What follows belongs to an exercise in optimizing a design on an open flow for small area and a short achievable clock period; a production flow would make more cautious choices. Function was checked by simulation only, so behaviour that the tests miss may differ from the original. Power is estimated from default activity; no workload was simulated.

==> flow/design.v <==
module FpAlign (
    input  [31:0] iA,
    input  [31:0] iB,
    output        oLs,
    output [7:0]  oLe,
    output [22:0] oLf,
    output [24:0] oSal,      
    output        oSticky,   
    output        oSub
);
    wire [7:0]  a_e = iA[30:23];
    wire [7:0]  b_e = iB[30:23];
    wire [8:0]  d_ab = {1'b0, a_e} - {1'b0, b_e};
    wire [7:0]  d_ba = b_e - a_e;
    wire        e_eq = (a_e == b_e);
    wire        f_gt = iA[22:0] > iB[22:0];
    wire        a_larger = e_eq ? f_gt : !d_ab[8];
    wire [7:0]  d = d_ab[8] ? d_ba : d_ab[7:0];
    wire [31:0] l = a_larger ? iA : iB;
    wire [22:0] s_f = a_larger ? iB[22:0] : iA[22:0];
    assign oLs  = l[31];
    assign oLe  = l[30:23];
    assign oLf  = l[22:0];
    assign oSub = iA[31] ^ iB[31];
    wire   sez = (a_e == 8'b0) || (b_e == 8'b0);
    wire [24:0] x = {1'b1, s_f, 1'b0};
    assign oSal = (sez || d[7:5] != 3'b0) ? 25'b0 : (x >> d[4:0]);
    wire [22:0] mask;
    genvar i;
    generate
        for (i = 0; i < 23; i = i + 1) begin : g_mask
            assign mask[i] = (d >= i + 2);
        end
    endgenerate
    assign oSticky = !sez && (d <= 8'd47) && ((d >= 8'd25) || |(s_f & mask));
endmodule
module FpNorm (
    input         iV,        
    input         iLs,
    input  [7:0]  iLe,
    input  [22:0] iLf,
    input  [24:0] iSal,
    input         iSticky,
    input         iSub,
    output [31:0] oSum
);
    wire [25:0] lsh = {2'b01, iLf, 1'b0};
    wire [25:0] pre = lsh + ({1'b0, iSal} ^ {26{iSub}}) + (iSub & ~iSticky);
    reg [4:0] s;
    integer k;
    always @* begin
        s = 5'd31;
        for (k = 0; k < 26; k = k + 1)
            if (pre[k]) s = 25 - k;
    end
    wire [25:0] n5 = pre << s;
    wire [22:0] frac = n5[24:2];
    wire [7:0]  e    = iLe + 8'd1 - {3'b0, s};
    wire underflow = iLe[7] && ({3'b0, s} >= {1'b0, iLe[6:0]} + 8'd2);
    wire zero      = (pre == 26'b0);
    assign oSum = !iV                  ? 32'b0 :
                  (underflow || zero)  ? 32'b0 :
                  {iLs, e, frac};
endmodule
`timescale 1ns/10ps
module fp_adder_synth (data, value, row, clk, rst);
    output [31:0] data;
    input  [31:0] value;
    input  [31:0] row;
    input         clk;
    input         rst;
    wire        l_s;
    wire [7:0]  l_e;
    wire [22:0] l_f;
    wire [24:0] s_al;
    wire        s_sticky;
    wire        op_sub;
    FpAlign AL (.iA(value), .iB(row), .oLs(l_s), .oLe(l_e), .oLf(l_f),
                .oSal(s_al), .oSticky(s_sticky), .oSub(op_sub));
    reg         r_v;
    reg         r_ls;
    reg  [7:0]  r_le;
    reg  [22:0] r_lf;
    reg  [24:0] r_sal;
    reg         r_sticky;
    reg         r_sub;
    wire both_ez = (value[30:23] == 8'b0) && (row[30:23] == 8'b0);
    always @(posedge clk) begin
        r_v      <= rst && !both_ez;
        r_ls     <= l_s;
        r_le     <= l_e;
        r_lf     <= l_f;
        r_sal    <= s_al;
        r_sticky <= s_sticky;
        r_sub    <= op_sub;
    end
    wire [31:0] sum;
    FpNorm NM (.iV(r_v), .iLs(r_ls), .iLe(r_le), .iLf(r_lf), .iSal(r_sal),
               .iSticky(r_sticky), .iSub(r_sub), .oSum(sum));
    reg [31:0] data;
    always @(posedge clk) begin
        if (!rst)
            data <= 32'b0;
        else
            data <= sum;
    end
endmodule
clock: 12.5 ns
lec_check: 0
abc_area: 1
cap_margin: 5
core_margin: 2
core_utilization: 40
slew_margin: 5
standard.sh (not shown) runs the stock make flow with config.mk's settings and CLKGATE_MAP_FILE= SYNTH_SCRIPT=/design/flow/synth_recipe.tcl, a recipe that flattens the netlist after the stock synthesis.
==> flow/flow/run.sh <==
#!/bin/bash
# Standard synthesis and layout; the port buffers use plain buffers instead
# of the default delay cells, and timing repair aims for more setup slack.
set -euo pipefail
bash standard.sh BUFFER_PORTS_ARGS="-buffer_cell sky130_fd_sc_hd__buf_1" SETUP_SLACK_MARGIN=6.75 finish > standard.log 2>&1
Then changed:
==> flow/flow/run.sh (replaced) <==
#!/bin/bash
# Standard synthesis and layout; the port buffers use plain buffers instead
# of the default delay cells, and timing repair aims for more setup slack.
set -euo pipefail
bash standard.sh BUFFER_PORTS_ARGS="-buffer_cell sky130_fd_sc_hd__buf_1" SETUP_SLACK_MARGIN=7 finish > standard.log 2>&1
CAP_MARGIN = 20   (was 5)
PLACE_DENSITY = 0.8   (was unset)
SLEW_MARGIN = 20   (was 5)
Wire length goes up by 3.3%.
Area after synthesis is unchanged.
Clock-buffer cell count goes up by 2.
Hold slack improved by 0.033 ns.
Then changed:
==> flow/flow/run.sh (replaced) <==
#!/bin/bash
# Standard synthesis and layout; the port buffers use plain buffers instead
# of the default delay cells, and timing repair aims for more setup slack.
set -euo pipefail
bash standard.sh BUFFER_PORTS_ARGS="-buffer_cell sky130_fd_sc_hd__buf_1" SETUP_SLACK_MARGIN=6.5 finish > standard.log 2>&1
PLACE_DENSITY = unset   (was 0.8)
Die area stays the same.
Final cell count went down by 2.1%.
Flip-flop and latch count stays the same.
Total power went down by 6.8%.
Sequential power hardly moves.
Clock-buffer cell count went down by 2.
Final area went down by 5.8%.
Global-route usage went down by 0.28 points.
Then changed:
==> flow/flow/run.sh (replaced) <==
#!/bin/bash
# Standard synthesis and layout; the port buffers use plain buffers instead
# of the default delay cells, and timing repair aims for more setup slack.
set -euo pipefail
bash standard.sh BUFFER_PORTS_ARGS="-buffer_cell sky130_fd_sc_hd__buf_1" SETUP_SLACK_MARGIN=6.75 finish > standard.log 2>&1
ABC_AREA = unset   (was 1)
Result: Cell area rises by about a fifth; register-to-register slack gets worse by 0.15 ns; first-iteration DRC count shrinks by about a fifth; total power increases by a quarter to a third.

## static timing again, ports no longer ideal
No port has a modelled driver above. Below, the same layouts with a new extraction and two added sets of constraints.
Step 1: set_driving_cell puts a clkbuf_16 on clk and a buf_2 on each other input, an assumption about the parent block.
Step 2 adds t to the input delays and takes it off the output delays; t is the mean of the earliest and latest rising clock arrival at the registers after step 1. Input paths then give back, and output paths get back, about the clock's delay inside the block.
Slacks: ideal ports / drivers / drivers and shift; pairs: ideal ports / drivers.
run	t (ns)	slack for setup (ns)	hold WS [ns]
the first run	0.395	6.976 / 6.998 / 6.603	0.424 / 0.424 / 0.424
the second run	0.394	7.189 / 7.189 / 6.832	0.457 / 0.457 / 0.457
the third run	0.395	6.777 / 6.799 / 6.404	0.425 / 0.425 / 0.425
the fourth run	0.388	6.735 / 6.743 / 6.355	0.411 / 0.411 / 0.411
After both steps every run listed still meets setup and hold. The setup slack of the fourth run, which loses most, moves by +0.008 ns with the drivers and by -0.380 ns with both steps.
